Background: an optimization exercise with open tools, aiming at small area. Do not read the settings as production practice.
No activity file was given, so power comes from the tool's default toggle rates.

P:
==> flow/design.v (excerpt) <==
module Fine_Time_Synch(
   input clk, rst,
	input 				cyc_i, 
	input					stb_i,
	output 				ack_o,
	output reg [31:0]	dat_out,
	output reg			cyc_o, stb_o, 
	output				we_o,
	input					ack_i,
	input [31:0] 		dat_in,
	input 				dat_in_val,
	output reg			time_syn_run,	
	output 				out_halt
	);
reg	time_syn_done;	
wire 	fine_Time_ena = dat_in_val & time_syn_run;
reg 	cyc_i_pp;
always @(posedge clk)begin 
	if(rst) cyc_i_pp <= 1'b0;
	else    cyc_i_pp <= cyc_i;
end
wire cyc_rise = cyc_i & (~cyc_i_pp);
always @(posedge clk)begin 
	if(rst) 									time_syn_run <= 1'b0;
	else if (cyc_rise) 					time_syn_run <= 1'b1;
	else if (time_syn_done) 			time_syn_run <= 1'b0;
end
reg [6:0] CR_peak_dec_cnt;  
always @(posedge clk)begin 
	if(rst) 										CR_peak_dec_cnt <= 7'd0;
	else if (cyc_rise) 						CR_peak_dec_cnt <= 7'd0;
	else if (fine_Time_ena) 				CR_peak_dec_cnt <= CR_peak_dec_cnt + 1'b1;
end
wire cnt_63  = (CR_peak_dec_cnt == 7'd63);
wire cnt_127 = (CR_peak_dec_cnt == 7'd127);
reg CR_seen;
always @(posedge clk)begin 
	if(rst) 										CR_seen <= 1'b0;
	else if (cnt_63 | (cyc_rise & (fine_Time_ena | (|CR_peak_dec_cnt)))) CR_seen <= 1'b1;
end
wire [1:0]	CR_in  = {dat_in[31], dat_in[15]};
wire [5:0] 	CR_A, CR_B;
wire			CR_mask = ~(CR_seen | cnt_63);
Signed_Correlator Signed_Correlator_ins(
	.clk(clk),
	.ena(fine_Time_ena),
	.mask(CR_mask),
	.CR_in(CR_in),
	.CR_A(CR_A),
	.CR_B(CR_B)
   );
wire [6:0] CR_out_mag;
wire       CR_out_mag_val;
Appr_Mag #(.WIDTH(6)) CR_out_mag_ins(
	.clk(clk),  .rst(rst), .ena(fine_Time_ena),
	.a_in(CR_A), .b_in(CR_B), .half_in(CR_mask),
	.mag(CR_out_mag),		
	.val(CR_out_mag_val)	 
    );
reg CR_peak_dec_ena;
always @(posedge clk)begin 
	if(rst) 							CR_peak_dec_ena <= 1'b0;
  ...
Size: about 530 cells after synthesis, roughly 200 flip-flops.
==> flow/config.mk <==
export PLATFORM = sky130hd
export DESIGN_NAME = Fine_Time_Synch
export DESIGN_NICKNAME = Fine_Time_Synch
export VERILOG_FILES = /design/flow/design.v
export SDC_FILE = /design/flow/constraint.sdc
export NUM_CORES = 4
export LEC_CHECK = 0
export CAP_MARGIN = 20
export CORE_MARGIN = 2
export CORE_UTILIZATION = 40
export CTS_BUF_LIST = sky130_fd_sc_hd__clkbuf_8
export SLEW_MARGIN = 20
export SYNTH_HIERARCHICAL = 1
export SYNTH_MINIMUM_KEEP_SIZE = 0
==> flow/constraint.sdc <==
create_clock -name core_clock -period 10.0 [get_ports {clk}]
set_input_delay 2.0000 -clock core_clock [delete_from_list [all_inputs] [get_ports {clk}]]
set_output_delay 2.0000 -clock core_clock [all_outputs]
set_load 0.01 [all_outputs]
standard.sh (not shown) runs the stock make flow with config.mk's settings and CLKGATE_MAP_FILE= SYNTH_SCRIPT=/design/flow/synth_recipe.tcl, a recipe that flattens the netlist after the stock synthesis.
==> flow/flow/run.sh <==
#!/bin/bash
# Standard layout (the standard.sh, unchanged synthesis) with two knobs
# that ORFS reads from the environment:
#  - port buffers use the smallest buffer cell instead of the resizer's pick
#  - clock tree synthesis without dummy load cells
# The make output goes to flow.log in the work folder (ORFS keeps each
# tool's own log under orfs/logs/).
set -euo pipefail
export BUFFER_PORTS_ARGS="-buffer_cell sky130_fd_sc_hd__buf_1"
export CTS_ARGS="-sink_clustering_enable -repair_clock_nets -dont_use_dummy_load -buf_list sky130_fd_sc_hd__clkbuf_8"
bash standard.sh > flow.log 2>&1
> inputs changed (P -> Q)
Settings: a change of SLEW_MARGIN from 20 to 0; a change of CTS_BUF_LIST from sky130_fd_sc_hd__clkbuf_8 to sky130_fd_sc_hd__clkbuf_4 sky130_fd_sc_hd__clkbuf_8; a change of CAP_MARGIN from 20 to 0.
==> flow/run.sh (new file) <==
#!/bin/bash
# synth_recipe.tcl (not shown) runs the flow's synth.tcl, then flattens the netlist and writes it again
# the make line also repeats each setting of config.mk as NAME=value (left out here)
make -C /OpenROAD-flow-scripts/flow DESIGN_CONFIG=/design/flow/config.mk WORK_HOME=/design/flow/orfs CLKGATE_MAP_FILE= SYNTH_SCRIPT=/design/flow/synth_recipe.tcl finish
removed: flow/flow/run.sh
removed: flow/standard.sh
- Per the comparison of Q with P, relative slew slack went down by 14 points; worst hold slack after final layout was more or less identical; setup slack after layout was more or less identical.
- Initial antenna violation count up 1 in Q wrt P
- As far as time the final worst path needs with I/O delays and setup is concerned, P and Q perform about the same.
Changes in R relative to Q:
Settings: CTS_BUF_LIST: sky130_fd_sc_hd__clkbuf_4 sky130_fd_sc_hd__clkbuf_8 -> sky130_fd_sc_hd__clkbuf_8; CTS_CLUSTER_DIAMETER: unset -> 120; CTS_CLUSTER_SIZE: unset -> 40.
- Both conditions hold for R: the flow ran to the end and the final layout passed the timing, DRC and antenna checks.
- Per the final summary, Q finished and its layout is clean on timing, DRC and antenna.
- As far as synthesis-stage register bit count goes, Q and R are indistinguishable; the numbers are identical.
- Diff Q..R | synthesized area | unchanged
- Re critical path depth: no difference whatsoever between R and Q.
- On synthesized cell count, R and Q are neck and neck.
- Delta (R minus Q): global-route track usage on met3 neither gained nor lost much; insertion delay to the later sink of the worst-skew pair has remained practically unchanged; utilization has remained practically unchanged; overall power of the completed layout did not really move.
What S does differently from R at the input level:
Settings: SLEW_MARGIN: 0 -> 20; CTS_CLUSTER_DIAMETER: 120 -> unset; CTS_BUF_LIST: sky130_fd_sc_hd__clkbuf_8 -> unset; CTS_CLUSTER_SIZE: 40 -> unset; CAP_MARGIN: 0 -> 20.
- From R to S the numbers moved as follows: fraction of area in multi-input gates now sits lower; worst slew margin relative to its limit saw a decrease.
- Summary of S over R: final worst hold slack down 0.0046 ns; number of global-route vias before repair up 27; sequential share of layout area down 0.84 points; final area up 190 um2.
- S vs R on peak supply drop: S is the higher one.
- Higher signed area change from the synthesized netlist to the final layout among R and S: S
- On global-route usage, S tracks R almost exactly.
- Measured against each other, R and S differ in total power after layout, the lower figure coming from R.
Modified inputs, T compared to S
Settings: CTS_BUF_LIST: unset -> sky130_fd_sc_hd__clkbuf_4 sky130_fd_sc_hd__clkbuf_8.
Findings:
- Part of the power in the clock network came out lower on T than on S.
- Reported for S and T, number of routed nets with antenna violations turned out identical to the last digit.
- Global-route usage: S vs T — no meaningful difference
- Die area: S vs T identical
- Timing, DRC, antenna: 0 failures across S and T
- The met2 track demand over resource in global routing of T and that of S are within noise of each other.
- | fraction of the core area covered by cells at the end of the flow | T vs S | 0.79 points lower |
- Sort S and T by setup slack asc -> top: T
No functional check of the RTL was part of any run of this note.

[re-timing with driven ports]
In the flow no input, the clock included, has a driving cell. The finished layouts below were timed again as built, in two steps. Step 1: set_driving_cell puts a clkbuf_16 on clk and a buf_2 on each other input, an assumption about the parent block. Step 2 adds t to the input delays and takes it off the output delays; t is the mean of the earliest and latest rising clock arrival at the registers after step 1. Input paths then give back, and output paths get back, about the clock's delay inside the block. a / b / c = ideal ports / drivers / drivers and shift; a / b = the first two.
| run | shift t [ns] | setup slack, ns | worst setup path at the end | clock arrival spread, ns |
|---|---|---|---|---|
| P | 0.489 | 1.629 / 1.629 / 1.629 | register to register | 0.043 / 0.043 |
| Q | 0.498 | 1.627 / 1.627 / 1.627 | register to register | 0.017 / 0.017 |
| R | 0.498 | 1.627 / 1.627 / 1.627 | register to register | 0.017 / 0.017 |
| S | 0.474 | 1.633 / 1.633 / 1.633 | register to register | 0.012 / 0.012 |
| T | 0.498 | 1.627 / 1.627 / 1.627 | register to register | 0.017 / 0.017 |
After both steps every run listed still meets setup and hold.
